This design comes from an exercise in tuning for small area on the open sky130 flow, not from production work.
Only simulation tests tie the RTL to the original design; equivalence was not proved.
No driver is modelled on the clock port, so clocking that relies on it looks cheaper here than on a real chip.
No activity file was given, so power comes from the tool's default toggle rates.

===== flow/flow/run.sh =====
#!/bin/bash
# ORFS layout (the standard.sh) with these changes:
# - synthesis maps logic with an area-oriented ABC script (flow/abc_area.script) and
#   leaves adders to ABC (no half/full adder cells); everything else in synthesis is
#   the standard flow's own script, so the registers are the same
# - port buffers are buf_1
# - one tie cell per constant value (no tie fanout repair)
set -euo pipefail
W=$(pwd)
{
  echo 'proc abc {args} {'
  echo '  set i [lsearch $args -script]'
  echo "  if {\$i >= 0} { set args [lreplace \$args \$i [expr {\$i+1}] -script $W/flow/abc_area.script] }"
  echo '  yosys abc {*}$args'
  echo '}'
  cat synth_recipe.tcl
} > my_synth.tcl
sed "s#SYNTH_SCRIPT=[^ ]*#SYNTH_SCRIPT=$W/my_synth.tcl#" standard.sh > my_standard.sh
grep -q "SYNTH_SCRIPT=$W/my_synth.tcl" my_standard.sh
export ADDER_MAP_FILE=
export BUFFER_PORTS_ARGS="-buffer_cell sky130_fd_sc_hd__buf_1"
export SKIP_REPAIR_TIE_FANOUT=1
export CTS_ARGS="-sink_clustering_enable -repair_clock_nets -buf_list sky130_fd_sc_hd__clkbuf_4 -root_buf sky130_fd_sc_hd__clkbuf_4 -dont_use_dummy_load"
export POST_CTS_TCL=$W/flow/post_cts.tcl
bash my_standard.sh finish > standard.log 2>&1

===== flow/flow/abc_area.script =====
strash
dc2
&get -n
&st
&dch -f
&nf -R 1000
&st
&dch -f
&nf -R 1000
&put
topo

===== flow/flow/post_cts.tcl =====
estimate_parasitics -placement
set n_up 0
foreach inst [get_cells -hierarchical *] {
  if {[get_property $inst ref_name] != "sky130_fd_sc_hd__clkbuf_4"} { continue }
  set out [get_pins -of $inst -filter "direction == output"]
  set worst 0
  foreach p [get_pins -of [get_nets -of $out] -filter "direction == input"] {
    set s [get_property $p slew_max]
    if {$s > $worst} { set worst $s }
  }
  if {$worst > 0.118} {
    puts "upsizing [get_full_name $inst]: sink slew $worst"
    replace_cell $inst sky130_fd_sc_hd__clkbuf_8
    incr n_up
  }
}
if {$n_up > 0} {
  detailed_placement
  estimate_parasitics -placement
}

===== flow/standard.sh =====
#!/bin/bash
# synth_recipe.tcl (not shown) runs the flow's synth.tcl, then flattens the netlist and writes it again
# the make line also repeats each setting of config.mk as NAME=value (left out here)
make -C /OpenROAD-flow-scripts/flow DESIGN_CONFIG=/design/flow/config.mk WORK_HOME=/design/flow/orfs CLKGATE_MAP_FILE= SYNTH_SCRIPT=/design/flow/synth_recipe.tcl "${@:-finish}"

===== flow/config.mk =====
export PLATFORM = sky130hd
export DESIGN_NAME = FSM
export DESIGN_NICKNAME = FSM
export VERILOG_FILES = /design/flow/design.v
export SDC_FILE = /design/flow/constraint.sdc
export NUM_CORES = 4
export LEC_CHECK = 0
export CAP_MARGIN = 20
export CORE_MARGIN = 2
export CORE_UTILIZATION = 80
export PLACE_DENSITY = 0.9
export SLEW_MARGIN = 20

===== flow/constraint.sdc =====
create_clock -name core_clock -period 10.0 [get_ports {clk}]
set_input_delay 2.0000 -clock core_clock [delete_from_list [all_inputs] [get_ports {clk}]]
set_output_delay 2.0000 -clock core_clock [all_outputs]
set_load 0.01 [all_outputs]

===== flow/design.v =====
`timescale 1ns / 1ps
module CLKGEN(
	input  wire        clk,
	input  wire        reset,
	input  wire [31:0] TINT,
	output reg         SYS_CLK,
	output reg         CONV,
	output wire        sys_tick
    );
	reg  [2:0]  cnt_10M;
	reg  [27:0] cnt_int;
	wire        last = (cnt_10M == 3'd4);
	assign sys_tick = last && !SYS_CLK;
	always @(posedge clk or posedge reset)
		if (reset) begin
			cnt_10M <= 0;
			SYS_CLK <= 0;
		end else if (last) begin
			cnt_10M <= 0;
			SYS_CLK <= ~SYS_CLK;
		end else
			cnt_10M <= cnt_10M + 1'b1;
	wire [28:0] t;
	wire [27:0] xn;
	assign t[0] = sys_tick;
	genvar i;
	generate for (i = 0; i < 28; i = i + 1) begin : g_inc
		assign t[i+1] = t[i] & cnt_int[i];
		assign xn[i]  = ~(cnt_int[i] ^ t[i]);
	end endgenerate
	wire [32:0] lt;
	assign lt[0] = 1'b0;
	generate for (i = 0; i < 32; i = i + 1) begin : g_cmp
		wire na = (i < 28) ? xn[i] : (i == 28) ? ~t[28] : 1'b1;
		assign lt[i+1] = (na & TINT[i]) | ((na | TINT[i]) & lt[i]);
	end endgenerate
	wire clr = sys_tick & ~(lt[32] | (TINT == 32'd0));
	always @(posedge clk or posedge reset)
		if (reset) begin
			cnt_int <= 0;
			CONV    <= 0;
		end else begin
			cnt_int <= ~xn & {28{~clr}};
			if (clr)
				CONV <= ~CONV;
		end
endmodule
`timescale 1ns / 1ps
module READOUT(
	input  wire        clk,
	input  wire        RST,
	input  wire        sys_tick,
	input  wire        SYS_CLK,
	input  wire        DVALID_BAR,
	input  wire        DOUT,
	input  wire [9:0]  fifo_cnt,
	input  wire [31:0] TINT,
	output wire        DXMIT_BAR,
	output wire        DCLK,
	output wire        done,
	output wire [63:0] data2pipe,
	output wire [31:0] fifo_th,
	output wire        fifo_flag
    );
	reg [5:0]  st;
	reg        dvalid_old;
	reg [39:0] doutreg;
	wire idle = st[5] & st[4];
	assign DXMIT_BAR = idle;
	assign done      = idle & st[0];
	wire r0 = st[5] & ~st[4] & st[3] & ~st[2] & ~st[1] & ~st[0];
	assign DCLK      = SYS_CLK & ~(idle & ~st[0]) & ~r0;
	assign data2pipe = {24'd0, doutreg};
	always @(posedge clk or posedge RST)
		if (RST) begin
			st         <= 6'd62;
			dvalid_old <= 1;
		end else if (sys_tick) begin
			dvalid_old <= DVALID_BAR;
			if (idle)
				st <= (!DVALID_BAR && dvalid_old) ? 6'd40 : 6'd62;
			else
				st <= st - 1'b1;
		end
	always @(posedge clk)
		if (sys_tick && !idle && st != 6'd0)
			doutreg <= {DOUT, doutreg[39:1]};
	wire z   = (TINT[31:17] == 15'd0);
	wire t1  = z && (TINT[16:0] < 17'd5000);
	wire t2  = z && (TINT[16:0] < 17'd10000);
	wire t3  = z && (TINT[16:0] < 17'd50000);
	wire t4  = z && (TINT[16:0] < 17'd100000);
	reg th7, th5, th4, th3;
	always @(posedge clk or posedge RST)
		if (RST) begin
			th7 <= 0; th5 <= 1; th4 <= 0; th3 <= 0;
		end else if (sys_tick) begin
			th7 <= t2;
			th5 <= t3 & ~t2;
			th4 <= t1 | ~t2;
			th3 <= (t2 & ~t1) | (t4 & ~t3);
		end
	wire [8:0] thv = {th4 & th7, th7, ~th4, th5, th4, th3,
	                  ~th7 & ~th3 & (th4 ^ th5), th4 & th5, th4 & th3};
	assign fifo_th   = {23'd0, thv};
	assign fifo_flag = fifo_cnt > {thv, 1'b0};
endmodule
`timescale 1ns / 1ps
module FSM(
	input  wire        clk,
	input  wire        reset_fsm,
	input  wire        DOUT,
	input  wire        DVALID_BAR,
	output wire        DXMIT_BAR,
	output wire        SYS_CLK,
	output wire        DCLK,
	output wire        CONV,
	output wire        fifo_flag,
	input  wire [9:0]  fifo_cnt,
	output wire [63:0] data2pipe,
	output wire        done,
	input  wire [31:0] TINT,
	output wire [31:0] fifo_th
    );
	wire sys_tick;
	CLKGEN clkgen1 (
		.clk(clk), .reset(reset_fsm), .TINT(TINT),
		.SYS_CLK(SYS_CLK), .CONV(CONV), .sys_tick(sys_tick));
	READOUT readout1 (
		.clk(clk), .RST(reset_fsm), .sys_tick(sys_tick), .SYS_CLK(SYS_CLK),
		.DVALID_BAR(DVALID_BAR), .DOUT(DOUT), .fifo_cnt(fifo_cnt), .TINT(TINT),
		.DXMIT_BAR(DXMIT_BAR), .DCLK(DCLK), .done(done), .data2pipe(data2pipe),
		.fifo_th(fifo_th), .fifo_flag(fifo_flag));
endmodule

==> flow_summary.json, run 1 <==
{
  "clock_latency_ns": 0.35,
  "fin_ws_ns": 3.279,
  "cp-endpoint": "clkgen1.CONV",
  "dr.pass1.iters": 5,
  "slew_headroom_pct": 29.95,
  "ant_nets": 0,
  "criticalPathCategory": "register to register",
  "maxSlewViolCount": 0,
  "tns_ns": 0,
  "nets": 495,
  "ys_ff_latch": 84,
  "syn_nets": 434,
  "setup_violations": 0,
  "status": "finished clean",
  "cap_violations": 0,
  "grt_usage_pct": 30.47,
  "stdcell_area_um2": 4295,
  "fin_skew_ns": 0.02716,
  "dpl_cell_area_um2": 4207,
  "yosys_most_used_dff": "edfxtp_1",
  "ys_async_sr_fraction_pct": 52.38,
  "crit_start": "clkgen1.cnt_10M[0]",
  "final_common_cell": "buf_1",
  "place_ws_ns": 3.341,
  "syn_inst": 388,
  "hold_path_class": "register to register",
  "rows": 26,
  "synth_area_um2": 4111,
  "ys_warn_count": 2,
  "final_cell_mix": "buf_1 (100), nor2_1 (51), edfxtp_1 (40), dfrtp_1 (37), nand2_1 (31)",
  "tightest_slew_ns": 1.048,
  "cts_sinks": 84,
  "peakVddDrop_uv": 146.5,
  "startpoint_type": "register",
  "initial_core_util_pct": 81.54,
  "final_layout_size_suffix_gt1_share_pct": 4.027,
  "dieWidth_um": 75.69,
  "grt_pass1_wl_um": 12630,
  "dieArea_um2": 5729,
  "total_power_mw": 0.6655,
  "hold_viol": 0,
  "synth_edf_count": 40,
  "reg2reg_from": "clkgen1.cnt_10M[0]",
  "wire_per_inst_um": 16.29,
  "r2r-end": "clkgen1.CONV",
  "avgSynthCellArea_um2": 10.60,
  "clk_pin_slew_ns": 0.11,
  "ys_types": 45,
  "finalCritPeriodShare_pct": 67.21,
  "reg2reg_slack_ns": 3.28,
  "powerDensity_nw_per_um2": 154.9,
  "hold_depth": 0,
  "synth-seq-area-share_pct": 56.21,
  "hpwl_um": 6336,
  "rsz0062_at_grt": "no",
  "fp.coreArea_um2": 5042,
  "vias_per_cell": 6.002,
  "num_io_pins": 148,
  "die_h_um": 75.69,
  "grt_overflow": 0,
  "final_util_pct": 85.19,
  "port-buffer-count": 100,
  "cts_tree": "built",
  "grt_pass1_vias": 2793,
  "wirelength_um": 8439,
  "fmax_mhz": 148.8,
  "critical_path_arrival_ns": 6.89,
  "place.gp.congestion": 0.8688,
  "grt_max_degree": 48,
  "antenna_found_initial": 1,
  "cp-end-kind": "register",
  "drc": 0,
  "reg2reg_depth": 27,
  "period_needed_ns": 6.721,
  "crit_fanout": 29,
  "dr_total_vias": 3109,
  "drtIter0Drc": 156,
  "cp_data_required_time_ns": 10.17,
  "leakage_nw": 1.540,
  "area_growth_pct": 4.474
}
[sequential cells by signal, summed over array words and instances (netlist names)]
| name | flops |
|---|---|
| readout1.doutreg | 40 |
| readout1.dvalid_old | 1 |
| clkgen1.SYS_CLK | 1 |
| readout1.th3 | 1 |
| readout1.th5 | 1 |
| readout1.th7 | 1 |
| clkgen1.cnt_10M | 3 |
| clkgen1.CONV | 1 |
| clkgen1.cnt_int | 28 |
| readout1.st | 6 |
| readout1.th4 | 1 |
[layer usage]
metal,share of wire (%),global-route usage (%)
met2,52,52.46
met5,0,0
met4,1.3,10.72
met3,8.3,10.45
met1,38,35.82
[area by class of cell]
| class | instances | area, um2 |
|---|---|---|
| flip-flops and latches | 84 | 2311 |
| multi-input cells | 234 | 1354 |
| fillers | 285 | 747.0 |
| repair buffers | 101 | 382.9 |
| well taps | 70 | 87.58 |
| clock buffers | 9 | 86.33 |
| inverters | 19 | 71.32 |
| diodes | 1 | 2.502 |
[metrics by stage]
stage | cells | hold WS, ns
after floorplan | 388 | 0.4215
after global placement | 508 | 0.4313
after detailed placement | 508 | 0.4326
after global routing | 517 | 0.4553
final | 518 | 0.4382
[power by group]
group | internal, mW | switching, mW | total (mW)
registers | 0.384 | 0.0178 | 0.402
clock network | 0.0553 | 0.0977 | 0.153
logic | 0.0444 | 0.0661 | 0.110
total | 0.484 | 0.182 | 0.666
[cell families after synthesis]
group                      after synthesis  share of synthesized area [%]
and+or+nand+nor                        123                          13.36
AOI/OAI and AO/OA                       87                          14.36
other                                    1                        0.09121
DFF                                     84                          56.21
xor gates and xnor gates                22                          4.686
buffers and inverters                   70                          11.05
adders and majority gates                1                         0.2435
[critical path, stage by stage, from the launching register on]
cell and delay [ns]:
dfrtp_1 0.41, nor2_1 0.20, nand2_1 0.11, nor2_1 0.61
and3_1 0.34, and3_1 0.26, nand3_1 0.17, nor2_1 0.21
nand3_1 0.17, nor2_1 0.22, nand3_1 0.16, nor2_1 0.23
nand3_1 0.17, nor2_1 0.24, nand3_1 0.18, nor2_1 0.22
nand3_1 0.17, nor2_1 0.21, nand3_1 0.16, nor2_1 0.25
xnor2_1 0.16, o22ai_1 0.17, a21oi_1 0.06, a221oi_1 0.21
o21ai_0 0.13, o21ai_0 0.09, and4_1 0.88, xor2_1 0.14
[Yosys cell counts, types with 2 or more instances]
cell,n,area (um2)
o221ai_1,2,17.52
a211oi_1,3,22.52
dfrtp_1,37,925.9
or4_1,2,15.01
a21oi_1,12,60.06
a22oi_1,8,60.06
edfxtp_1,40,1201
a21o_1,7,52.55
xnor2_1,18,157.7
nor3_1,5,25.02
dfstp_2,7,183.9
or2_0,2,12.51
and3_1,3,18.77
o31ai_1,3,22.52
nor2_1,52,195.2
nand4_1,2,12.51
nor4_1,10,62.56
xor2_1,4,35.03
or3_1,2,12.51
a311oi_1,2,17.52
nor2b_1,2,12.51
clkinv_1,19,71.32
buf_4,51,382.9
o22ai_1,14,87.58
o21ai_0,16,80.08
a221oi_1,5,43.79
nand2_1,31,116.4
nand3_1,10,50.05
o211ai_1,3,22.52
[worst min-delay path by stage]
| stage | end | slack, ns | from |
|---|---|---|---|
| finish | readout1.doutreg[34] | 0.44 | readout1.doutreg[35] |
| global route | readout1.doutreg[31] | 0.46 | readout1.doutreg[32] |
| floorplan | clkgen1.cnt_10M[0] | 0.42 | clkgen1.cnt_10M[0] |
| detailed placement | readout1.doutreg[10] | 0.43 | readout1.doutreg[11] |
| global placement | clkgen1.cnt_10M[0] | 0.43 | clkgen1.cnt_10M[0] |
==> run 2, diff against run 1 <==
--- a/flow/design.v
+++ b/flow/design.v
@@ -7,19 +7,17 @@
 	output reg         CONV,
 	output wire        sys_tick
     );
-	reg  [2:0]  cnt_10M;
+	reg  [3:0]  jc;
 	reg  [27:0] cnt_int;
-	wire        last = (cnt_10M == 3'd4);
-	assign sys_tick = last && !SYS_CLK;
+	assign sys_tick = jc[3] & ~SYS_CLK;
 	always @(posedge clk or posedge reset)
 		if (reset) begin
-			cnt_10M <= 0;
+			jc      <= 0;
 			SYS_CLK <= 0;
-		end else if (last) begin
-			cnt_10M <= 0;
-			SYS_CLK <= ~SYS_CLK;
-		end else
-			cnt_10M <= cnt_10M + 1'b1;
+		end else begin
+			jc      <= {jc[2:0], ~SYS_CLK};
+			SYS_CLK <= jc[3];
+		end
 	wire [28:0] t;
 	wire [27:0] xn;
 	assign t[0] = sys_tick;
@@ -62,9 +60,10 @@
 	output wire [31:0] fifo_th,
 	output wire        fifo_flag
     );
-	reg [5:0]  st;
-	reg        dvalid_old;
-	reg [39:0] doutreg;
+	reg  [5:0]  st_n;
+	reg         dvalid_old_n;
+	reg  [39:0] doutreg;
+	wire [5:0]  st = ~st_n;
 	wire idle = st[5] & st[4];
 	assign DXMIT_BAR = idle;
 	assign done      = idle & st[0];
@@ -73,14 +72,14 @@
 	assign data2pipe = {24'd0, doutreg};
 	always @(posedge clk or posedge RST)
 		if (RST) begin
-			st         <= 6'd62;
-			dvalid_old <= 1;
+			st_n         <= ~6'd62;
+			dvalid_old_n <= 0;
 		end else if (sys_tick) begin
-			dvalid_old <= DVALID_BAR;
+			dvalid_old_n <= ~DVALID_BAR;
 			if (idle)
-				st <= (!DVALID_BAR && dvalid_old) ? 6'd40 : 6'd62;
+				st_n <= (!DVALID_BAR && !dvalid_old_n) ? ~6'd40 : ~6'd62;
 			else
-				st <= st - 1'b1;
+				st_n <= st_n + 1'b1;
 		end
 	always @(posedge clk)
 		if (sys_tick && !idle && st != 6'd0)
@@ -90,15 +89,16 @@
 	wire t2  = z && (TINT[16:0] < 17'd10000);
 	wire t3  = z && (TINT[16:0] < 17'd50000);
 	wire t4  = z && (TINT[16:0] < 17'd100000);
-	reg th7, th5, th4, th3;
+	reg th7, th5_n, th4, th3;
+	wire th5 = ~th5_n;
 	always @(posedge clk or posedge RST)
 		if (RST) begin
-			th7 <= 0; th5 <= 1; th4 <= 0; th3 <= 0;
+			th7 <= 0; th5_n <= 0; th4 <= 0; th3 <= 0;
 		end else if (sys_tick) begin
-			th7 <= t2;
-			th5 <= t3 & ~t2;
-			th4 <= t1 | ~t2;
-			th3 <= (t2 & ~t1) | (t4 & ~t3);
+			th7   <= t2;
+			th5_n <= ~(t3 & ~t2);
+			th4   <= t1 | ~t2;
+			th3   <= (t2 & ~t1) | (t4 & ~t3);
 		end
 	wire [8:0] thv = {th4 & th7, th7, ~th4, th5, th4, th3,
 	                  ~th7 & ~th3 & (th4 ^ th5), th4 & th5, th4 & th3};
==> flow/flow/abc_area.script (replaced) <==
strash
dc2
&get -n
&st
&dch -f
&nf -R 1000 -C 32 -p
&st
&dch -f
&nf -R 1000 -C 32 -p
&put
topo
==> flow_summary.json, run 2 <==
{
  "status": "finished clean",
  "num_io_pins": 148,
  "cap_violations": 0,
  "final_cell_mix": "buf_1 (100), nor2_1 (48), dfrtp_1 (44), edfxtp_1 (40), nand2_1 (27)",
  "yosys-top-cells-count": "buf_4 (51), nor2_1 (48), dfrtp_1 (44)",
  "yosys.area.top_type": "edfxtp_1",
  "critical_path_arrival_ns": 6.99,
  "p_clk_share_pct": 28.6,
  "synth_edf_count": 40,
  "netSwitchingPower_mw": 0.1236,
  "fp.coreArea_um2": 4817,
  "synth_area_um2": 4054,
  "largestRegisters": "readout1.doutreg x40, clkgen1.cnt_int x28, readout1.st_n x6",
  "leakage_nw": 1.639,
  "tns_ns": 0,
  "hold_path_class": "register to register",
  "nets": 479,
  "slew_headroom_pct": 49.99,
  "finalCritPeriodShare_pct": 67.69,
  "cp_data_required_time_ns": 10.22,
  "grt_max_degree": 48,
  "synth-seq-area-share_pct": 57.44,
  "largest_register_ffs": 40,
  "cts_sinks": 85,
  "clk_pin_slew_ns": 0.09,
  "ys_types": 42,
  "ys_warn_count": 2,
  "reg2reg_from": "clkgen1.SYS_CLK",
  "grt_pass1_wl_um": 13100,
  "yosys_most_used_dff": "dfrtp_1",
  "p_comb_share_pct": 5.8,
  "r2r-end": "clkgen1.cnt_int[8]",
  "reg2reg_slack_ns": 3.23,
  "cp_num_buf_inv": 1,
  "num_antenna_cells": 0,
  "grt_overflow": 0,
  "wire_per_inst_um": 17.85,
  "regMostFlops": "readout1.doutreg",
  "critical_path.max_stage_delay_ns": 0.61,
  "min_to": "clkgen1.jc[2]",
  "drc": 0,
  "p_int_mw": 0.4312,
  "setup_violations": 0,
  "startpoint_type": "register",
  "grt_pass1_vias": 2791,
  "power_frac_seq_pct": 65.5,
  "critPathMostFrequentCell": "nor2b_1",
  "die_h_um": 75.19,
  "ys_async_sr_fraction_pct": 52.94,
  "dieArea_um2": 5653,
  "dieWidth_um": 75.19,
  "crit_family": "simple AND/OR/NAND/NOR gates",
  "fin_skew_ns": 0.02387,
  "hold_depth": 0,
  "dr.pass1.iters": 6,
  "wirelength_um": 8888,
  "reg2reg_depth": 27,
  "cp_slowest_cell": "nor2b_1",
  "cp-end-kind": "register",
  "tightest_slew_ns": 0.7486,
  "port-buffer-count": 100,
  "dr_total_vias": 3080,
  "final_util_pct": 88.88,
  "clock_latency_ns": 0.36,
  "ant_nets": 0,
  "grt_usage_pct": 32.56,
  "place.gp.congestion": 0.9039,
  "syn_nets": 416,
  "rows": 25,
  "criticalPathCategory": "register to register",
  "synth_top_area_share_pct": 29.63,
  "area_growth_pct": 5.617,
  "avgSynthCellArea_um2": 10.96,
  "powerDensity_nw_per_um2": 129.6,
  "final_common_cell": "buf_1",
  "initial_core_util_pct": 84.16,
  "yosysMostFrequentCell": "buf_4",
  "final_layout_size_suffix_gt1_share_pct": 3.480,
  "ys_ff_latch": 85,
  "peakVddDrop_uv": 116.7,
  "cts_tree": "built",
  "antenna_found_initial": 0,
  "hp-start": "clkgen1.jc[1]",
  "rsz0062_at_grt": "no",
  "synth_area_leaders": "edfxtp_1 (30%), dfrtp_1 (27%), buf_4 (9.4%)",
  "period_needed_ns": 6.769,
  "maxSlewViolCount": 0,
  "vias_per_cell": 6.185,
  "crit_fanout": 20,
  "hpwl_um": 6377,
  "fmax_mhz": 147.7,
  "hold_viol": 0,
  "drtIter0Drc": 270,
  "switching_share_pct": 22.27,
  "syn_inst": 370
}
[run 2: cell types whose count changed after synthesis, sizes merged, moves of 6 or more]
cell    change
nor2b       +8
xor2        +7
clkinv      -9
nor4        -8
dfstp       -6
dfrtp       +7
xnor2       -8
[run 2: cells by family after synthesis]
logic type	count (synthesis)	synth area share, %
compound gates	80	13.52
xor+xnor	21	4.537
fa+ha+maj	2	0.4938
flops	85	57.44
simple gates	120	13.55
buf+inv	61	10.37
other cells	1	0.09250
[run 2: cell type report]
| class | instances | area, um2 |
|---|---|---|
| clock buffer | 9 | 92.59 |
| fill | 238 | 535.5 |
| inverter | 10 | 37.54 |
| multi-input combinational | 224 | 1321 |
| sequential | 85 | 2328 |
| tap | 67 | 83.83 |
| timing repair buffer | 103 | 417.9 |
[run 2: per-stage QoR]
stage,total power [mW],instance area (um2),hold slack (ns),instances,setup WS [ns]
3_3_place_gp,0.4012,4161,0.3333,488,3.814
2_1_floorplan,0.4013,4054,0.3312,370,3.207
5_1_grt,0.5727,4282,0.3895,498,2.673
6_report,0.5548,4282,0.3688,498,3.231
3_5_place_dp,0.4023,4161,0.3477,488,3.401
[run 2: how the worst max path moves through the flow]
| stage | cells after the start | endpoint | startpoint | slack [ns] |
|---|---|---|---|---|
| 6_report | 27 | clkgen1.cnt_int[8] | clkgen1.SYS_CLK | 3.23 |
| 5_1_grt | 25 | clkgen1.cnt_int[8] | clkgen1.SYS_CLK | 2.67 |
| 3_5_place_dp | 27 | clkgen1.cnt_int[9] | clkgen1.SYS_CLK | 3.40 |
| 3_3_place_gp | 27 | clkgen1.cnt_int[15] | clkgen1.SYS_CLK | 3.81 |
| 2_1_floorplan | 24 | clkgen1.CONV | clkgen1.SYS_CLK | 3.21 |
[run 2: power groups by stage]
stage	registers (mW)	logic, mW	clock network (mW)
after floorplan	0.371	0.0302	0
after global placement	0.371	0.0301	0
after detailed placement	0.371	0.0312	0
after global routing	0.364	0.0366	0.172
final	0.364	0.0324	0.159
[run 2: per-layer routing]
| layer | up-vias | part of all wire (%) | GRT usage (%) |
|---|---|---|---|
| li1 | 1411 | - | - |
| met1 | 1468 | 37 | 38.25 |
| met2 | 179 | 51 | 55.17 |
| met3 | 22 | 10 | 12.85 |
| met4 | 0 | 1.7 | 11.11 |
| met5 | - | 0 | 0 |
==> run 3, diff against run 2 <==
--- a/flow/flow/post_cts.tcl
+++ b/flow/flow/post_cts.tcl
@@ -8,7 +8,7 @@
     set s [get_property $p slew_max]
     if {$s > $worst} { set worst $s }
   }
-  if {$worst > 0.118} {
+  if {$worst > 0.110} {
     puts "upsizing [get_full_name $inst]: sink slew $worst"
     replace_cell $inst sky130_fd_sc_hd__clkbuf_8
     incr n_up
--- a/flow/config.mk
+++ b/flow/config.mk
@@ -8,5 +8,6 @@
 export CAP_MARGIN = 20
 export CORE_MARGIN = 2
 export CORE_UTILIZATION = 80
+export GPL_TIMING_DRIVEN = 0
 export PLACE_DENSITY = 0.9
 export SLEW_MARGIN = 20
==> flow_summary.json, run 3 <==
{
  "synth-seq-area-share_pct": 57.44,
  "grt_pass1_wl_um": 30220,
  "yosysMostFrequentCell": "buf_4",
  "grt_max_degree": 48,
  "synth_area_leaders": "edfxtp_1 (30%), dfrtp_1 (27%), buf_4 (9.4%)",
  "num_io_pins": 148,
  "syn_inst": 370,
  "status": "stopped before the end",
  "die_h_um": 75.19,
  "synth_edf_count": 40,
  "synth_top_area_share_pct": 29.63,
  "place.gp.congestion": 0.8537,
  "rows": 25,
  "port-buffer-count": 100,
  "ys_ff_latch": 85,
  "ys_async_sr_fraction_pct": 52.94,
  "grt_usage_pct": 76.69,
  "cts_sinks": 85,
  "dieWidth_um": 75.19,
  "synth_area_um2": 4054,
  "grt_pass1_vias": 4878,
  "yosys-top-cells-count": "buf_4 (51), nor2_1 (48), dfrtp_1 (44)",
  "hpwl_um": 9034,
  "stop_stage": "global routing",
  "syn_nets": 416,
  "avgSynthCellArea_um2": 10.96,
  "grt_overflow": 67,
  "initial_core_util_pct": 84.16,
  "error": "[ERROR GRT-0116] Global routing finished with congestion. Check the congestion regions in the DRC Viewer.",
  "yosys.area.top_type": "edfxtp_1",
  "yosys_most_used_dff": "dfrtp_1",
  "ys_warn_count": 2,
  "ys_types": 42
}
run 3: cell counts after synthesis:
Identical to the previous run, type by type.
run 3: per-layer routing:
layer	GRT usage, %	overflow
met1	77.06	0
met2	95.71	35
met3	54.89	1
met4	84.80	31
met5	4.630	0
run 3: worst max path at each step:
stage                               to            start
after floorplan           clkgen1.CONV  clkgen1.SYS_CLK
after global placement    clkgen1.CONV  clkgen1.SYS_CLK
after detailed placement  clkgen1.CONV  clkgen1.SYS_CLK
run 3: power by group through the flow:
stage	clock (mW)	combinational, mW	sequential (mW)
after floorplan	0	0.0302	0.371
after global placement	0	0.0430	0.371
after detailed placement	0	0.0461	0.371
run 3: per-stage QoR:
step	util (%)	setup WS [ns]	area (um2)	cells
floorplan	-	3.207	4054	370
detailed placement	95.51	2.747	4601	540
global placement	93.69	1.820	4513	537
run 3: cells by family after synthesis:
| family | after synthesis | synth area share (%) |
|---|---|---|
| and+or+nand+nor | 120 | 13.55 |
| xor gates and xnor gates | 21 | 4.537 |
| other | 1 | 0.09250 |
| DFF | 85 | 57.44 |
| adders and majority gates | 2 | 0.4938 |
| buffers and inverters | 61 | 10.37 |
| AOI/OAI and AO/OA | 80 | 13.52 |
==> run 4, diff against run 3 <==
--- a/flow/config.mk
+++ b/flow/config.mk
@@ -8,6 +8,7 @@
 export CAP_MARGIN = 20
 export CORE_MARGIN = 2
 export CORE_UTILIZATION = 80
+export GPL_ROUTABILITY_DRIVEN = 1
 export GPL_TIMING_DRIVEN = 0
 export PLACE_DENSITY = 0.9
 export SLEW_MARGIN = 20
==> flow_summary.json, run 4 <==
{
  "cts_sinks": 85,
  "ys_types": 42,
  "grt_usage_pct": 76.69,
  "initial_core_util_pct": 84.16,
  "ys_async_sr_fraction_pct": 52.94,
  "synth-seq-area-share_pct": 57.44,
  "synth_edf_count": 40,
  "dieWidth_um": 75.19,
  "grt_pass1_wl_um": 30220,
  "synth_area_um2": 4054,
  "yosysMostFrequentCell": "buf_4",
  "die_h_um": 75.19,
  "ys_ff_latch": 85,
  "synth_top_area_share_pct": 29.63,
  "avgSynthCellArea_um2": 10.96,
  "place.gp.congestion": 0.8537,
  "syn_nets": 416,
  "hpwl_um": 9034,
  "syn_inst": 370,
  "yosys_most_used_dff": "dfrtp_1",
  "error": "[ERROR GRT-0116] Global routing finished with congestion. Check the congestion regions in the DRC Viewer.",
  "grt_pass1_vias": 4878,
  "rows": 25,
  "yosys.area.top_type": "edfxtp_1",
  "num_io_pins": 148,
  "port-buffer-count": 100,
  "status": "stopped before the end",
  "stop_stage": "global routing",
  "ys_warn_count": 2,
  "grt_overflow": 67,
  "synth_area_leaders": "edfxtp_1 (30%), dfrtp_1 (27%), buf_4 (9.4%)",
  "yosys-top-cells-count": "buf_4 (51), nor2_1 (48), dfrtp_1 (44)",
  "grt_max_degree": 48
}
## run 4: per-stage QoR
stage | std cells | power (mW) | instance area, um2 | worst slack (ns)
after floorplan | 370 | 0.4013 | 4054 | 3.207
after global placement | 537 | 0.4141 | 4513 | 1.820
after detailed placement | 540 | 0.4173 | 4601 | 2.747
## run 4: worst min path at each step
| stage | start | to | slack, ns |
|---|---|---|---|
| after global placement | clkgen1.jc[1] | clkgen1.jc[2] | 0.33 |
| after floorplan | clkgen1.jc[0] | clkgen1.jc[1] | 0.33 |
| after detailed placement | clkgen1.jc[2] | clkgen1.jc[3] | 0.34 |
## run 4: power by group through the flow
stage / Combinational [mW] / Clock, mW / Sequential (mW)
2_1_floorplan: 0.0302 / 0 / 0.371
3_3_place_gp: 0.0430 / 0 / 0.371
3_5_place_dp: 0.0461 / 0 / 0.371
## run 4: cell families after synthesis
family	synth area share, %
AO/OA/AOI/OAI	13.52
other	0.09250
XOR/XNOR	4.537
AND/OR/NAND/NOR	13.55
adder cells (fa/ha/maj)	0.4938
flip-flops	57.44
buffers and inverters	10.37
## run 4: layer usage
metal | overflow | GRT usage (%)
met4 | 31 | 84.80
met2 | 35 | 95.71
met3 | 1 | 54.89
met5 | 0 | 4.630
met1 | 0 | 77.06
==> run 5, diff against run 4 <==
--- a/flow/flow/run.sh
+++ b/flow/flow/run.sh
@@ -5,6 +5,7 @@
 #   the standard flow's own script, so the registers are the same
 # - port buffers are buf_1
 # - one tie cell per constant value (no tie fanout repair)
+# - power recovery after global routing (downsizes cells off the critical paths)
 set -euo pipefail
 W=$(pwd)
 {
@@ -21,5 +22,6 @@
 export BUFFER_PORTS_ARGS="-buffer_cell sky130_fd_sc_hd__buf_1"
 export SKIP_REPAIR_TIE_FANOUT=1
 export CTS_ARGS="-sink_clustering_enable -repair_clock_nets -buf_list sky130_fd_sc_hd__clkbuf_4 -root_buf sky130_fd_sc_hd__clkbuf_4 -dont_use_dummy_load"
+export RECOVER_POWER=100
 export POST_CTS_TCL=$W/flow/post_cts.tcl
 bash my_standard.sh finish > standard.log 2>&1
--- a/flow/config.mk
+++ b/flow/config.mk
@@ -8,7 +8,5 @@
 export CAP_MARGIN = 20
 export CORE_MARGIN = 2
 export CORE_UTILIZATION = 80
-export GPL_ROUTABILITY_DRIVEN = 1
-export GPL_TIMING_DRIVEN = 0
 export PLACE_DENSITY = 0.9
 export SLEW_MARGIN = 20
==> flow_summary.json, run 5 <==
{
  "synth_area_leaders": "edfxtp_1 (30%), dfrtp_1 (27%), buf_4 (9.4%)",
  "cts_sinks": 85,
  "synth_area_um2": 4054,
  "muxShareOfSynthArea_pct": 0,
  "antenna_found_initial": 0,
  "wire_per_inst_um": 17.85,
  "clk_pin_slew_ns": 0.11,
  "critical_path.max_stage_delay_ns": 0.96,
  "yosys.area_share.simple_pct": 13.55,
  "criticalPathCategory": "register to register",
  "routed.top_layer": "met4",
  "critPathMostFrequentCell": "nor2b_1",
  "min_to": "clkgen1.jc[2]",
  "wl_met1_um": 3430,
  "cp_data_required_time_ns": 10.21,
  "setup_violations": 0,
  "tightest_slew_ns": 2.350,
  "drc": 0,
  "finalCritPeriodShare_pct": 75.50,
  "hold_depth": 0,
  "r2r-end": "clkgen1.cnt_int[18]",
  "reg2reg_from": "clkgen1.SYS_CLK",
  "num_io_pins": 148,
  "startpoint_type": "register",
  "violatedChecks": "max-capacitance violations, max-slew violations",
  "dr_wl_met2_um": 4506,
  "slew_headroom_pct": -56.68,
  "cts_tree": "built",
  "hp-start": "clkgen1.jc[1]",
  "powerDensity_nw_per_um2": 131.1,
  "yosys_most_used_dff": "dfrtp_1",
  "num_antenna_cells": 0,
  "period_needed_ns": 7.550,
  "yosysMostFrequentCell": "buf_4",
  "grt_pass1_wl_um": 13100,
  "initial_core_util_pct": 84.16,
  "synthAdderAreaFrac_pct": 0.4938,
  "crit_fanout": 20,
  "port-buffer-count": 100,
  "dr_total_vias": 3075,
  "ys_ff_latch": 85,
  "largestRegisters": "readout1.doutreg x40, clkgen1.cnt_int x28, readout1.st_n x6",
  "tns_ns": 0,
  "synth-compound-area-share_pct": 13.52,
  "rsz0062_at_grt": "no",
  "syn_nets": 416,
  "nets": 479,
  "synth-seq-area-share_pct": 57.44,
  "fin_skew_ns": 0.02621,
  "grt_overflow": 0,
  "fp.coreArea_um2": 4817,
  "synth-xor-area-share_pct": 4.537,
  "hold_path_class": "register to register",
  "ant_nets": 0,
  "status": "finished with violations",
  "rows": 25,
  "grt_pass1_vias": 2791,
  "dieArea_um2": 5653,
  "synth_top_family_by_area": "simple AND/OR/NAND/NOR gates",
  "cp-end-kind": "register",
  "drtIter0Drc": 337,
  "final_cell_mix": "buf_1 (100), nor2_1 (48), dfrtp_1 (44), edfxtp_1 (40), nand2_1 (27)",
  "ys_types": 42,
  "wirelength_um": 8891,
  "synth_top_area_share_pct": 29.63,
  "maxSlewViolCount": 46,
  "reg2reg_slack_ns": 2.45,
  "dr.pass1.iters": 5,
  "reg2reg_depth": 27,
  "cp_slowest_cell": "a211oi_1",
  "fmax_mhz": 132.4,
  "peakVddDrop_uv": 117.6,
  "die_h_um": 75.19,
  "grt_usage_pct": 32.56,
  "place.gp.congestion": 0.9039,
  "final_layout_size_suffix_gt1_share_pct": 2.320,
  "yosys-top-cells-count": "buf_4 (51), nor2_1 (48), dfrtp_1 (44)",
  "syn_inst": 370,
  "ys_warn_count": 2,
  "dieWidth_um": 75.19,
  "yosys.area.top_type": "edfxtp_1",
  "avgSynthCellArea_um2": 10.96,
  "synth_edf_count": 40,
  "regMostFlops": "readout1.doutreg",
  "leakage_nw": 1.620,
  "final_common_cell": "buf_1",
  "vias_per_cell": 6.175,
  "cap_violations": 1,
  "hold_viol": 0,
  "critical_path_arrival_ns": 7.76,
  "dr_wl_met3_um": 796,
  "clock_latency_ns": 0.36,
  "area_growth_pct": 4.444,
  "ys_async_sr_fraction_pct": 52.94,
  "hpwl_um": 6377,
  "total_power_mw": 0.5549,
  "largest_register_ffs": 40,
  "grt_max_degree": 48
}
run 5: cell counts after synthesis:
Identical to the previous run, type by type.
run 5: metal layers:
layer / global-route usage, % / vias up
met3: 12.85 / 24
met2: 55.17 / 179
met5: 0 / -
met1: 38.25 / 1464
li1: - / 1408
met4: 11.11 / 0
run 5: layout make-up:
class | count | area (um2)
timing repair buffer | 103 | 386.6
multi-input combinational | 224 | 1305
clock buffer | 9 | 92.59
fill | 248 | 583.1
tap | 67 | 83.83
sequential | 85 | 2328
inverter | 10 | 37.54
run 5: worst max path at each step:
stage,start,slack (ns),endpoint,cells past startpoint
2_1_floorplan,clkgen1.SYS_CLK,3.21,clkgen1.CONV,24
3_3_place_gp,clkgen1.SYS_CLK,3.81,clkgen1.cnt_int[15],27
3_5_place_dp,clkgen1.SYS_CLK,3.40,clkgen1.cnt_int[9],27
5_1_grt,clkgen1.SYS_CLK,1.82,clkgen1.cnt_int[8],25
6_report,clkgen1.SYS_CLK,2.45,clkgen1.cnt_int[18],27
run 5: cell families after synthesis:
group | Yosys count
AO/OA/AOI/OAI | 80
XOR/XNOR | 21
adder cells (fa/ha/maj) | 2
buffers and inverters | 61
flip-flops | 85
other | 1
AND/OR/NAND/NOR | 120
run 5: metrics by stage:
stage                     hold slack, ns  cell area, um2  instances  setup WS (ns)  util [%]
after floorplan                   0.3312            4054        370          3.207         -
after global placement            0.3333            4161        488          3.814     86.39
after detailed placement          0.3477            4161        488          3.401     86.39
after global routing              0.3895            4234        498          1.821     87.90
final                             0.3674            4234        498          2.450     87.90
run 5: worst max-delay path, delay by kind of cell (launching register included):
kind	cells	cell delay, ns
simple gates	19	4.42
compound gates	7	1.82
buf+inv	1	0.74
flops	1	0.43
run 5: power breakdown:
part / leakage, nW / internal, mW / switching, mW / total, mW
clock: 0.0518 / 0.0596 / 0.0996 / 0.159
sequential: 0.946 / 0.363 / 0.000200 / 0.364
combinational: 0.622 / 0.00801 / 0.0241 / 0.0321
==> run 6, diff against run 5 <==
--- a/flow/flow/run.sh
+++ b/flow/flow/run.sh
@@ -5,7 +5,6 @@
 #   the standard flow's own script, so the registers are the same
 # - port buffers are buf_1
 # - one tie cell per constant value (no tie fanout repair)
-# - power recovery after global routing (downsizes cells off the critical paths)
 set -euo pipefail
 W=$(pwd)
 {
@@ -22,6 +21,6 @@
 export BUFFER_PORTS_ARGS="-buffer_cell sky130_fd_sc_hd__buf_1"
 export SKIP_REPAIR_TIE_FANOUT=1
 export CTS_ARGS="-sink_clustering_enable -repair_clock_nets -buf_list sky130_fd_sc_hd__clkbuf_4 -root_buf sky130_fd_sc_hd__clkbuf_4 -dont_use_dummy_load"
-export RECOVER_POWER=100
+export GPL_KEEP_OVERFLOW=0
 export POST_CTS_TCL=$W/flow/post_cts.tcl
 bash my_standard.sh finish > standard.log 2>&1
==> flow_summary.json, run 6 <==
{
  "ys_types": 42,
  "regMostFlops": "readout1.doutreg",
  "peakVddDrop_uv": 135.1,
  "grt_pass1_wl_um": 13770,
  "clk_pin_slew_ns": 0.11,
  "cts_sinks": 85,
  "cp_data_required_time_ns": 10.26,
  "syn_inst": 370,
  "synth_area_leaders": "edfxtp_1 (30%), dfrtp_1 (27%), buf_4 (9.4%)",
  "fin_ws_ns": 3.214,
  "stdcell_area_um2": 4318,
  "synth_area_um2": 4054,
  "dpl_cell_area_um2": 4225,
  "area_growth_pct": 6.512,
  "cp_slowest_cell": "a211oi_4",
  "grt_usage_pct": 34.19,
  "ant_nets": 0,
  "hpwl_um": 6467,
  "largest_register_ffs": 40,
  "synth_top_area_share_pct": 29.63,
  "finalCritPeriodShare_pct": 67.86,
  "largestRegisters": "readout1.doutreg x40, clkgen1.cnt_int x28, readout1.st_n x6",
  "powerDensity_nw_per_um2": 128.9,
  "num_antenna_cells": 0,
  "critical_path_arrival_ns": 7.04,
  "num_io_pins": 148,
  "final_layout_size_suffix_gt1_share_pct": 3.712,
  "slew_headroom_pct": 36.59,
  "dr_total_vias": 3156,
  "dieWidth_um": 75.19,
  "fin_skew_ns": 0.03548,
  "grt_overflow": 0,
  "startpoint_type": "register",
  "criticalPathCategory": "register to register",
  "final_cell_mix": "buf_1 (100), nor2_1 (48), dfrtp_1 (44), edfxtp_1 (40), nand2_1 (27)",
  "maxSlewViolCount": 0,
  "nFillCells": 208,
  "period_needed_ns": 6.786,
  "place.gp.congestion": 0.8934,
  "yosysMostFrequentCell": "buf_4",
  "final_util_pct": 89.64,
  "drtIter0Drc": 381,
  "total_power_mw": 0.5566,
  "ys_async_sr_fraction_pct": 52.94,
  "wirelength_um": 8735,
  "drc": 0,
  "critical_path.max_stage_delay_ns": 0.62,
  "cts_tree": "built",
  "nets": 479,
  "rows": 25,
  "rsz0062_at_grt": "no",
  "synth_edf_count": 40,
  "setup_violations": 0,
  "fmax_mhz": 147.4,
  "cap_violations": 0,
  "dieArea_um2": 5653,
  "fp.coreArea_um2": 4817,
  "syn_nets": 416,
  "avgSynthCellArea_um2": 10.96,
  "hold_viol": 0,
  "tns_ns": 0,
  "leakage_nw": 1.652,
  "place_ws_ns": 3.472,
  "final_common_cell": "buf_1",
  "port-buffer-count": 100,
  "dr.pass1.iters": 5,
  "vias_per_cell": 6.337,
  "hold_path_class": "register to register",
  "grt_pass1_vias": 2946,
  "die_h_um": 75.19,
  "ys_ff_latch": 85,
  "yosys_most_used_dff": "dfrtp_1",
  "synth-seq-area-share_pct": 57.44,
  "wire_per_inst_um": 17.54,
  "tightest_slew_ns": 0.9392,
  "grt_max_degree": 48,
  "cp-end-kind": "register",
  "clock_latency_ns": 0.36,
  "initial_core_util_pct": 84.16,
  "yosys-top-cells-count": "buf_4 (51), nor2_1 (48), dfrtp_1 (44)",
  "ys_warn_count": 2,
  "antenna_found_initial": 0,
  "crit_fanout": 15,
  "yosys.area.top_type": "edfxtp_1",
  "status": "finished clean"
}
-- run 6: cell type report --
cell class | instances | area [um2] | area share, %
Multi-Input combinational cell | 224 | 1329 | 30.77
Clock buffer | 9 | 92.59 | 2.144
Inverter | 10 | 38.79 | 0.8983
Tap cell | 67 | 83.83 | 1.941
Sequential cell | 85 | 2328 | 53.93
Timing Repair Buffer | 103 | 445.4 | 10.32
-- run 6: critical path, delay by kind of cell (launching register included) --
family	cells	cell delay [ns]
DFF	1	0.41
and+or+nand+nor	18	4.43
AOI/OAI and AO/OA	4	1.20
xor gates and xnor gates	2	0.39
buffers and inverters	1	0.24
-- run 6: path summary, 6_finish.rpt --
kind / cells past startpoint / from / end / slack (ns)
max in group asynchronous: 3 / reset_fsm / clkgen1.cnt_int[2] / 7.95
min in group asynchronous: 2 / reset_fsm / clkgen1.cnt_int[1] / 1.58
hold reg to reg: 0 / clkgen1.jc[0] / clkgen1.jc[1] / 0.36
setup / recovery: 25 / clkgen1.SYS_CLK / clkgen1.CONV / 3.21
setup reg to reg: 25 / clkgen1.SYS_CLK / clkgen1.CONV / 3.21
hold / removal: 0 / clkgen1.jc[0] / clkgen1.jc[1] / 0.36
-- run 6: logic make-up (layout without fill, tap and decap cells) --
| family | after synthesis | count (layout) | synth area share, % |
|---|---|---|---|
| DFF | 85 | 85 | 57.44 |
| buffers and inverters | 61 | 122 | 10.37 |
| other | 1 | 1 | 0.09250 |
| adders and majority gates | 2 | 2 | 0.4938 |
| and+or+nand+nor | 120 | 120 | 13.55 |
| xor gates and xnor gates | 21 | 21 | 4.537 |
| AOI/OAI and AO/OA | 80 | 80 | 13.52 |
-- run 6: report_power, final --
| group | total [mW] | switching (mW) | internal, mW |
|---|---|---|---|
| Clock | 0.159 | 0.0999 | 0.0595 |
| Combinational | 0.0335 | 0.0244 | 0.00907 |
| Sequential | 0.364 | 0.000217 | 0.363 |
| Total | 0.557 | 0.124 | 0.432 |
-- run 6: stage by stage --
step	hold slack (ns)	instances
finish	0.3608	498
floorplan	0.3312	370
global route	0.3727	498
detailed placement	0.3549	489
global placement	0.3339	486
-- run 6: per-layer routing --
layer | share of wire [%] | track usage [%]
met5 | 0 | 0
met3 | 10 | 11.78
met1 | 38 | 42.43
met4 | 2.5 | 14.04
met2 | 49 | 55.65
==> run 7, diff against run 6 <==
--- a/flow/flow/run.sh
+++ b/flow/flow/run.sh
@@ -21,6 +21,5 @@
 export BUFFER_PORTS_ARGS="-buffer_cell sky130_fd_sc_hd__buf_1"
 export SKIP_REPAIR_TIE_FANOUT=1
 export CTS_ARGS="-sink_clustering_enable -repair_clock_nets -buf_list sky130_fd_sc_hd__clkbuf_4 -root_buf sky130_fd_sc_hd__clkbuf_4 -dont_use_dummy_load"
-export GPL_KEEP_OVERFLOW=0
 export POST_CTS_TCL=$W/flow/post_cts.tcl
 bash my_standard.sh finish > standard.log 2>&1
--- a/flow/config.mk
+++ b/flow/config.mk
@@ -7,6 +7,7 @@
 export LEC_CHECK = 0
 export CAP_MARGIN = 20
 export CORE_MARGIN = 2
-export CORE_UTILIZATION = 80
-export PLACE_DENSITY = 0.9
+export CORE_UTILIZATION = 70
+export GPL_TIMING_DRIVEN = 0
+export PLACE_DENSITY = 0.8
 export SLEW_MARGIN = 20
==> flow_summary.json, run 7 <==
{
  "final_layout_size_suffix_gt1_share_pct": 13.90,
  "synth_edf_count": 40,
  "wire_per_inst_um": 16.13,
  "crit_fanout": 20,
  "total_power_mw": 0.5802,
  "dr.pass1.iters": 5,
  "yosys-top-cells-count": "buf_4 (51), nor2_1 (48), dfrtp_1 (44)",
  "tightest_slew_ns": 0.8491,
  "synth_area_leaders": "edfxtp_1 (30%), dfrtp_1 (27%), buf_4 (9.4%)",
  "ys_async_sr_fraction_pct": 52.94,
  "ant_nets": 0,
  "tns_ns": 0,
  "grt_max_degree": 48,
  "final_cell_mix": "buf_1 (100), buf_4 (51), nor2_1 (48), dfrtp_1 (44), edfxtp_1 (40)",
  "cts_sinks": 85,
  "critical_path_arrival_ns": 6.97,
  "slew_headroom_pct": 43.28,
  "grt_pass1_wl_um": 13660,
  "area_growth_pct": 15.93,
  "ys_types": 42,
  "syn_inst": 370,
  "largest_register_ffs": 40,
  "antenna_found_initial": 0,
  "grt_overflow": 0,
  "yosysMostFrequentCell": "buf_4",
  "reg2reg_from": "clkgen1.SYS_CLK",
  "synth-seq-area-share_pct": 57.44,
  "finalCritPeriodShare_pct": 67.61,
  "rows": 27,
  "reg2reg_slack_ns": 3.24,
  "yosys.area.top_type": "edfxtp_1",
  "dieWidth_um": 80.10,
  "drc": 0,
  "hold_path_class": "register to register",
  "port-buffer-count": 100,
  "dr_total_vias": 3192,
  "peakVddDrop_uv": 110.3,
  "cts_tree": "built",
  "leakage_nw": 1.927,
  "vias_per_cell": 5.762,
  "cap_violations": 0,
  "ys_warn_count": 2,
  "rsz0062_at_grt": "no",
  "powerDensity_nw_per_um2": 123.5,
  "nets": 530,
  "synth_area_um2": 4054,
  "clk_pin_slew_ns": 0.09,
  "min_to": "clkgen1.jc[1]",
  "yosys_most_used_dff": "dfrtp_1",
  "period_needed_ns": 6.761,
  "cp-end-kind": "register",
  "synth_top_area_share_pct": 29.63,
  "num_antenna_cells": 0,
  "cp_data_required_time_ns": 10.21,
  "reg2reg_depth": 25,
  "dieArea_um2": 6416,
  "clock_latency_ns": 0.35,
  "grt_usage_pct": 28.83,
  "setup_violations": 0,
  "fin_skew_ns": 0.01719,
  "hold_depth": 0,
  "place.gp.congestion": 0.8792,
  "criticalPathCategory": "register to register",
  "fp.coreArea_um2": 5540,
  "fmax_mhz": 147.9,
  "largestRegisters": "readout1.doutreg x40, clkgen1.cnt_int x28, readout1.st_n x6",
  "drtIter0Drc": 168,
  "hold_ws_ns": 0.3431,
  "r2r-end": "clkgen1.cnt_int[12]",
  "critical_path.max_stage_delay_ns": 0.67,
  "regMostFlops": "readout1.doutreg",
  "die_h_um": 80.10,
  "final_common_cell": "buf_1",
  "hold_viol": 0,
  "ys_ff_latch": 85,
  "syn_nets": 416,
  "hpwl_um": 6805,
  "hp-start": "clkgen1.jc[0]",
  "maxSlewViolCount": 0,
  "wirelength_um": 8935,
  "startpoint_type": "register",
  "cp_slowest_cell": "nor2b_1",
  "num_io_pins": 148,
  "avgSynthCellArea_um2": 10.96,
  "initial_core_util_pct": 73.17,
  "grt_pass1_vias": 2891,
  "status": "finished clean"
}
## run 7: changes by cell type in the layout (fill, tap and decap cells not counted)
cell      delta
clkbuf_4     -2
buf_8        +1
buf_12       +1
clkbuf_8     +2
buf_4       +51
buf_16       -2
## run 7: cell families after synthesis
group	Yosys count	share of synthesized area, %
AOI/OAI and AO/OA	80	13.52
buffers and inverters	61	10.37
DFF	85	57.44
adders and majority gates	2	0.4938
and+or+nand+nor	120	13.55
other	1	0.09250
xor gates and xnor gates	21	4.537
## run 7: worst max path at each step
stage               startpoint             endpoint  slack [ns]  cells past startpoint
5_1_grt        clkgen1.SYS_CLK   clkgen1.cnt_int[3]        2.34                     26
3_3_place_gp   clkgen1.SYS_CLK         clkgen1.CONV        1.66                     24
2_1_floorplan  clkgen1.SYS_CLK         clkgen1.CONV        3.21                     24
3_5_place_dp   clkgen1.SYS_CLK   clkgen1.cnt_int[1]        3.39                     25
6_report       clkgen1.SYS_CLK  clkgen1.cnt_int[12]        3.24                     25
## run 7: area by class of cell
type | count | area (um2)
clock buffers | 9 | 105.1
inverters | 10 | 38.79
well taps | 72 | 90.09
multi-input cells | 224 | 1329
flip-flops and latches | 85 | 2328
repair buffers | 103 | 425.4
fillers | 316 | 840.8
plain buffers | 51 | 382.9
## run 7: layer usage
layer / vias to the layer above / global-route usage (%) / routed length, um
met5: - / 0 / 0
met4: 0 / 8.983 / 112
met3: 14 / 7.416 / 680
met2: 168 / 49.67 / 4577
met1: 1500 / 35.88 / 3565
li1: 1510 / - / -
## run 7: power by group
part / switching (mW) / total [mW] / internal (mW)
sequential: 0.000190 / 0.364 / 0.363
combinational: 0.0266 / 0.0472 / 0.0205
clock: 0.101 / 0.169 / 0.0681
total: 0.128 / 0.580 / 0.452
## run 7: stage by stage
step	area [um2]	util [%]	instances	setup WS (ns)
3_3_place_gp	4519	81.57	542	1.665
5_1_grt	4700	84.82	554	2.337
2_1_floorplan	4054	-	370	3.207
6_report	4700	84.82	554	3.239
3_5_place_dp	4594	82.93	545	3.390
## run 7: worst max-delay path: cells and delay by family (launching register included)
kind	cells	cell delay (ns)
flip-flops	1	0.41
AND/OR/NAND/NOR	19	4.69
AO/OA/AOI/OAI	4	1.07
buffers and inverters	1	0.25
XOR/XNOR	1	0.21
==> run 8, diff against run 7 <==
--- a/flow/flow/run.sh
+++ b/flow/flow/run.sh
@@ -21,5 +21,6 @@
 export BUFFER_PORTS_ARGS="-buffer_cell sky130_fd_sc_hd__buf_1"
 export SKIP_REPAIR_TIE_FANOUT=1
 export CTS_ARGS="-sink_clustering_enable -repair_clock_nets -buf_list sky130_fd_sc_hd__clkbuf_4 -root_buf sky130_fd_sc_hd__clkbuf_4 -dont_use_dummy_load"
+export SYNTH_INSBUF=0
 export POST_CTS_TCL=$W/flow/post_cts.tcl
 bash my_standard.sh finish > standard.log 2>&1
==> flow_summary.json, run 8 <==
{
  "hold_viol": 0,
  "peakVddDrop_uv": 119.8,
  "num_antenna_cells": 0,
  "grt_max_degree": 48,
  "nets": 479,
  "hold_path_class": "register to register",
  "crit_fanout": 20,
  "tightest_slew_ns": 0.8530,
  "clk_pin_slew_ns": 0.09,
  "final_common_cell": "buf_1",
  "avgSynthCellArea_um2": 11.51,
  "synth-seq-area-share_pct": 63.43,
  "place.gp.congestion": 0.8885,
  "tns_ns": 0,
  "largestRegisters": "readout1.doutreg x40, clkgen1.cnt_int x28, readout1.st_n x6",
  "yosys-top-cells-count": "nor2_1 (48), dfrtp_1 (44), edfxtp_1 (40)",
  "ys_warn_count": 2,
  "finalCritPeriodShare_pct": 68.12,
  "final_cell_mix": "buf_1 (100), nor2_1 (48), dfrtp_1 (44), edfxtp_1 (40), nand2_1 (27)",
  "maxSlewViolCount": 0,
  "rsz0062_at_grt": "no",
  "final_util_pct": 85.26,
  "startpoint_type": "register",
  "num_io_pins": 148,
  "fin_skew_ns": 0.02388,
  "cp_num_buf_inv": 1,
  "hpwl_um": 6113,
  "final_layout_size_suffix_gt1_share_pct": 3.712,
  "syn_nets": 365,
  "dpl_cell_area_um2": 4222,
  "status": "finished clean",
  "die_h_um": 76.42,
  "critical_path_arrival_ns": 7.02,
  "dr_total_vias": 3009,
  "fp.coreArea_um2": 5075,
  "criticalPathCategory": "register to register",
  "slew_headroom_pct": 43.02,
  "leakage_nw": 1.654,
  "ys_async_sr_fraction_pct": 52.94,
  "dieWidth_um": 76.42,
  "synth_edf_count": 40,
  "grt_pass1_vias": 2974,
  "cp_data_required_time_ns": 10.21,
  "port-buffer-count": 100,
  "synth_area_leaders": "edfxtp_1 (33%), dfrtp_1 (30%), nor2_1 (4.9%)",
  "wirelength_um": 8184,
  "switching_share_pct": 21.77,
  "nFillCells": 294,
  "ys_types": 41,
  "wire_per_inst_um": 16.34,
  "yosys_most_used_dff": "dfrtp_1",
  "ys_ff_latch": 85,
  "drc": 0,
  "regMostFlops": "readout1.doutreg",
  "grt_overflow": 0,
  "p_clk_share_pct": 29.8,
  "critical_path.max_stage_delay_ns": 0.67,
  "yosysMostFrequentCell": "nor2_1",
  "power_frac_seq_pct": 64.6,
  "ant_nets": 0,
  "synth_top_area_share_pct": 32.72,
  "syn_inst": 319,
  "dr.pass1.iters": 5,
  "cts_tree": "built",
  "vias_per_cell": 6.006,
  "synth_area_um2": 3671,
  "initial_core_util_pct": 72.34,
  "p_int_mw": 0.4403,
  "cts_sinks": 85,
  "cp-end-kind": "register",
  "fmax_mhz": 146.8,
  "netSwitchingPower_mw": 0.1226,
  "powerDensity_nw_per_um2": 130.1,
  "stdcell_area_um2": 4327,
  "p_comb_share_pct": 5.6,
  "antenna_found_initial": 0,
  "cap_violations": 0,
  "crit_family": "simple AND/OR/NAND/NOR gates",
  "grt_pass1_wl_um": 13360,
  "yosys.area.top_type": "edfxtp_1",
  "setup_violations": 0,
  "grt_usage_pct": 29.55,
  "dieArea_um2": 5839,
  "clock_latency_ns": 0.35,
  "period_needed_ns": 6.812,
  "rows": 26,
  "area_growth_pct": 17.86,
  "cp_slowest_cell": "nor2b_1",
  "largest_register_ffs": 40,
  "drtIter0Drc": 192
}
-- run 8: cell count changes after synthesis --
cell and change:
buf_4 -51
-- run 8: area by class of cell --
class	count	area (um2)	area share [%]
multi-input cells	224	1329	30.71
inverters	10	38.79	0.8965
well taps	70	87.58	2.024
repair buffers	103	437.9	10.12
clock buffers	9	105.1	2.429
flip-flops and latches	85	2328	53.82
-- run 8: kinds of logic after synthesis --
logic type,share of synthesized area [%]
simple gates,14.96
flops,63.43
compound gates,14.93
xor+xnor,5.010
buf+inv,1.023
fa+ha+maj,0.5454
other cells,0.1022
-- run 8: power groups by stage --
stage | clock network [mW] | logic, mW | registers, mW
2_1_floorplan | 0 | 0.0165 | 0.371
3_3_place_gp | 0 | 0.0292 | 0.371
3_5_place_dp | 0 | 0.0313 | 0.371
5_1_grt | 0.183 | 0.0354 | 0.364
6_report | 0.168 | 0.0316 | 0.364
-- run 8: worst reg2reg max path, delay by kind of cell, from the launching register on --
family	cells	cell delay, ns
XOR/XNOR	1	0.22
AO/OA/AOI/OAI	4	1.16
buffers and inverters	1	0.24
AND/OR/NAND/NOR	19	4.65
flip-flops	1	0.41
-- run 8: per-layer routing --
layer | vias up | global-route usage (%) | routed length (um)
met4 | 0 | 11.27 | 155
met5 | - | 0 | 0
met2 | 123 | 51.59 | 4340
li1 | 1406 | - | -
met1 | 1464 | 35.54 | 3161
met3 | 16 | 7.346 | 528
-- run 8: final timing paths --
kind	startpoint	to	slack, ns	cells past startpoint
min	clkgen1.jc[2]	clkgen1.jc[3]	0.37	0
min reg2reg	clkgen1.jc[2]	clkgen1.jc[3]	0.37	0
max reg2reg	clkgen1.SYS_CLK	clkgen1.cnt_int[2]	3.19	25
max in group asynchronous	reset_fsm	clkgen1.cnt_int[6]	8.01	3
max	clkgen1.SYS_CLK	clkgen1.cnt_int[2]	3.19	25
min in group asynchronous	reset_fsm	readout1.dvalid_old_n	1.52	2
-- run 8: metrics by stage --
step / total power, mW / cells / setup WS, ns / hold WS, ns
2_1_floorplan: 0.3877 / 319 / 3.207 / 0.3312
6_report: 0.5629 / 501 / 3.188 / 0.3750
3_3_place_gp: 0.4003 / 489 / 1.770 / 0.3363
3_5_place_dp: 0.4024 / 492 / 3.302 / 0.3404
5_1_grt: 0.5818 / 501 / 2.591 / 0.3854
==> run 9, diff against run 8 <==
--- a/flow/flow/run.sh
+++ b/flow/flow/run.sh
@@ -21,6 +21,5 @@
 export BUFFER_PORTS_ARGS="-buffer_cell sky130_fd_sc_hd__buf_1"
 export SKIP_REPAIR_TIE_FANOUT=1
 export CTS_ARGS="-sink_clustering_enable -repair_clock_nets -buf_list sky130_fd_sc_hd__clkbuf_4 -root_buf sky130_fd_sc_hd__clkbuf_4 -dont_use_dummy_load"
-export SYNTH_INSBUF=0
 export POST_CTS_TCL=$W/flow/post_cts.tcl
 bash my_standard.sh finish > standard.log 2>&1
==> flow/flow/abc_area.script (replaced) <==
strash
dc2
&get -n
&st
&dch -f
&nf -R 1000
&st
&dch -f
&nf -R 1000
&put
topo
--- a/flow/flow/post_cts.tcl
+++ b/flow/flow/post_cts.tcl
@@ -8,7 +8,7 @@
     set s [get_property $p slew_max]
     if {$s > $worst} { set worst $s }
   }
-  if {$worst > 0.110} {
+  if {$worst > 0.118} {
     puts "upsizing [get_full_name $inst]: sink slew $worst"
     replace_cell $inst sky130_fd_sc_hd__clkbuf_8
     incr n_up
--- a/flow/config.mk
+++ b/flow/config.mk
@@ -7,7 +7,6 @@
 export LEC_CHECK = 0
 export CAP_MARGIN = 20
 export CORE_MARGIN = 2
-export CORE_UTILIZATION = 70
-export GPL_TIMING_DRIVEN = 0
-export PLACE_DENSITY = 0.8
+export CORE_UTILIZATION = 80
+export PLACE_DENSITY = 0.9
 export SLEW_MARGIN = 20
==> flow_summary.json, run 9 <==
{
  "status": "finished clean",
  "fmax_mhz": 149.2,
  "hold_viol": 0,
  "leakage_nw": 1.612,
  "syn_inst": 380,
  "synth_top_area_share_pct": 29.51,
  "critical_path.max_stage_delay_ns": 0.75,
  "dr_wl_met3_um": 980,
  "p_int_mw": 0.4324,
  "clk_pin_slew_ns": 0.10,
  "fp.coreArea_um2": 4817,
  "power_frac_seq_pct": 65.3,
  "cp-end-kind": "register",
  "wire_per_inst_um": 17.86,
  "cp_slowest_cell": "a211oi_2",
  "synth_area_um2": 4070,
  "drtIter0Drc": 327,
  "area_growth_pct": 5.441,
  "slew_headroom_pct": 41.25,
  "rows": 25,
  "period_needed_ns": 6.702,
  "synth-seq-area-share_pct": 57.21,
  "ys_async_sr_fraction_pct": 52.94,
  "hpwl_um": 6533,
  "cap_violations": 0,
  "cts_tree": "built",
  "ys_warn_count": 2,
  "critPathMostFrequentCell": "nand3_1",
  "num_io_pins": 148,
  "wl_met1_um": 3288,
  "fin_skew_ns": 0.03255,
  "hold_path_class": "register to register",
  "finalCritPeriodShare_pct": 67.02,
  "port-buffer-count": 100,
  "p_clk_share_pct": 27.6,
  "tns_ns": 0,
  "vias_per_cell": 6.278,
  "dieArea_um2": 5675,
  "ys_ff_latch": 85,
  "initial_core_util_pct": 84.49,
  "ant_nets": 0,
  "reg2reg_depth": 24,
  "yosys-top-cells-count": "nor2_1 (56), buf_4 (51), dfrtp_1 (44)",
  "grt_pass1_wl_um": 13220,
  "dr.pass1.iters": 6,
  "crit_family": "simple AND/OR/NAND/NOR gates",
  "avgSynthCellArea_um2": 10.71,
  "grt_usage_pct": 32.47,
  "yosys.area.top_type": "edfxtp_1",
  "grt_pass1_vias": 2899,
  "tightest_slew_ns": 0.8796,
  "grt_max_degree": 48,
  "cts_sinks": 85,
  "drc": 0,
  "grt_overflow": 0,
  "cp_data_required_time_ns": 10.27,
  "switching_share_pct": 23.47,
  "p_comb_share_pct": 7.1,
  "wirelength_um": 9071,
  "maxSlewViolCount": 0,
  "critical_path_arrival_ns": 6.97,
  "stdcell_area_um2": 4292,
  "crit_fanout": 17,
  "cp_num_buf_inv": 1,
  "regMostFlops": "readout1.doutreg",
  "yosysMostFrequentCell": "nor2_1",
  "largestRegisters": "readout1.doutreg x40, clkgen1.cnt_int x28, readout1.st_n x6",
  "peakVddDrop_uv": 147.8,
  "criticalPathCategory": "register to register",
  "startpoint_type": "register",
  "final_cell_mix": "buf_1 (100), nor2_1 (56), dfrtp_1 (44), edfxtp_1 (40), nand2_1 (28)",
  "die_h_um": 75.33,
  "r2r-end": "clkgen1.CONV",
  "final_common_cell": "buf_1",
  "setup_violations": 0,
  "min_to": "clkgen1.jc[1]",
  "num_antenna_cells": 0,
  "hold_depth": 0,
  "dpl_cell_area_um2": 4178,
  "dr_total_vias": 3189,
  "largest_register_ffs": 40,
  "dr_wl_met2_um": 4539,
  "ys_types": 42,
  "powerDensity_nw_per_um2": 131.7,
  "antenna_found_initial": 0,
  "rsz0062_at_grt": "no",
  "syn_nets": 426,
  "synth_edf_count": 40,
  "place.gp.congestion": 0.8299,
  "routed.top_layer": "met4",
  "reg2reg_from": "clkgen1.SYS_CLK",
  "clock_latency_ns": 0.37,
  "netSwitchingPower_mw": 0.1326,
  "final_layout_size_suffix_gt1_share_pct": 3.401,
  "nFillCells": 223,
  "synth_area_leaders": "edfxtp_1 (30%), dfrtp_1 (27%), buf_4 (9.4%)",
  "crit_chain": "nor2b_1, and4_1, nand3_1, nor2_1, nand3_1, nor2_1, nand3_1, nor2_1, nand3_1, nor2_1, nand3_1, nor2_1, nand3_1, nor2_1, nand3_1, nor2_1, nand3_1, xnor2_1, a221o_1, o221ai_1, a21oi_1, a211oi_2, buf_4, xor2_1",
  "nets": 489,
  "reg2reg_slack_ns": 3.30,
  "dieWidth_um": 75.33,
  "hp-start": "clkgen1.jc[0]",
  "yosys_most_used_dff": "dfrtp_1"
}
[run 9: worst max-delay path by stage]
stage / from / endpoint / slack, ns / cells past startpoint
floorplan: TINT[1] / clkgen1.CONV / 3.43 / 24
global placement: TINT[1] / clkgen1.CONV / 3.70 / 26
detailed placement: clkgen1.SYS_CLK / clkgen1.CONV / 3.49 / 24
global route: clkgen1.SYS_CLK / clkgen1.CONV / 2.60 / 24
finish: clkgen1.SYS_CLK / clkgen1.CONV / 3.30 / 24
[run 9: cell type report]
type | count | area [um2] | area share (%)
multi-input combinational | 226 | 1308 | 30.47
clock buffer | 9 | 86.33 | 2.012
inverter | 18 | 67.56 | 1.574
tap | 67 | 83.83 | 1.953
sequential | 85 | 2328 | 54.26
timing repair buffer | 103 | 417.9 | 9.738
[run 9: cells by family (layout without fill, tap and decap cells)]
family,count (synthesis),after routing,synth area share [%]
AND/OR/NAND/NOR,120,120,12.97
flip-flops,85,85,57.21
AO/OA/AOI/OAI,81,81,13.43
buffers and inverters,69,130,11.07
XOR/XNOR,22,22,4.734
adder cells (fa/ha/maj),2,2,0.4919
other,1,1,0.09213
[run 9: metal layers]
metal	vias up	track usage (%)
met5	-	0
met4	0	10.72
met3	33	8.333
met2	255	56.43
met1	1473	40.06
li1	1428	-
[run 9: power groups by stage]
| stage | registers (mW) | logic (mW) | clock network (mW) |
|---|---|---|---|
| 5_1_grt | 0.369 | 0.0451 | 0.167 |
| 6_report | 0.369 | 0.0401 | 0.156 |
| 2_1_floorplan | 0.375 | 0.0356 | 0 |
| 3_3_place_gp | 0.376 | 0.0375 | 0 |
| 3_5_place_dp | 0.376 | 0.0388 | 0 |
[run 9: metrics by stage]
stage	hold WS [ns]	worst slack [ns]	utilization, %	std cells	total power [mW]
3_5_place_dp	0.3370	3.485	86.73	498	0.4151
5_1_grt	0.3802	2.600	89.09	508	0.5810
2_1_floorplan	0.3312	3.430	-	380	0.4110
6_report	0.3631	3.298	89.09	508	0.5650
3_3_place_gp	0.3331	3.698	86.73	498	0.4134

## re-timing with driven ports
The results above use ideal ports. As a check the final layouts listed here were re-extracted and re-timed, cells and wires unchanged.
Step 1: set_driving_cell puts a clkbuf_16 on clk and a buf_2 on each other input, an assumption about the parent block.
Step 2 also shifts input and output timing later by t, the mid clock arrival at the registers, as if the neighbouring blocks saw the same clock.
Slacks: ideal ports / drivers / drivers and shift; pairs: ideal ports / drivers.
| run | t (ns) | setup WS [ns] | worst setup path at the end | slew at the worst register clock pin (ns) | worst slew at a driven data input, ns |
|---|---|---|---|---|---|
| run 1 | 0.370 | 3.279 / 3.279 / 3.279 | register to register | 0.11 / 0.11 | 0.05 |
| run 2 | 0.376 | 3.231 / 3.231 / 3.231 | register to register | 0.11 / 0.11 | 0.05 |
| run 5 | 0.375 | 2.450 / 2.450 / 2.450 | register to register | 0.11 / 0.11 | 0.05 |
| run 6 | 0.374 | 3.214 / 3.214 / 3.214 | register to register | 0.11 / 0.11 | 0.05 |
| run 7 | 0.367 | 3.239 / 3.239 / 3.239 | register to register | 0.09 / 0.09 | 0.04 |
| run 8 | 0.369 | 3.188 / 3.188 / 3.188 | register to register | 0.09 / 0.09 | 0.04 |
| run 9 | 0.386 | 3.298 / 3.298 / 3.298 | register to register | 0.12 / 0.12 | 0.04 |
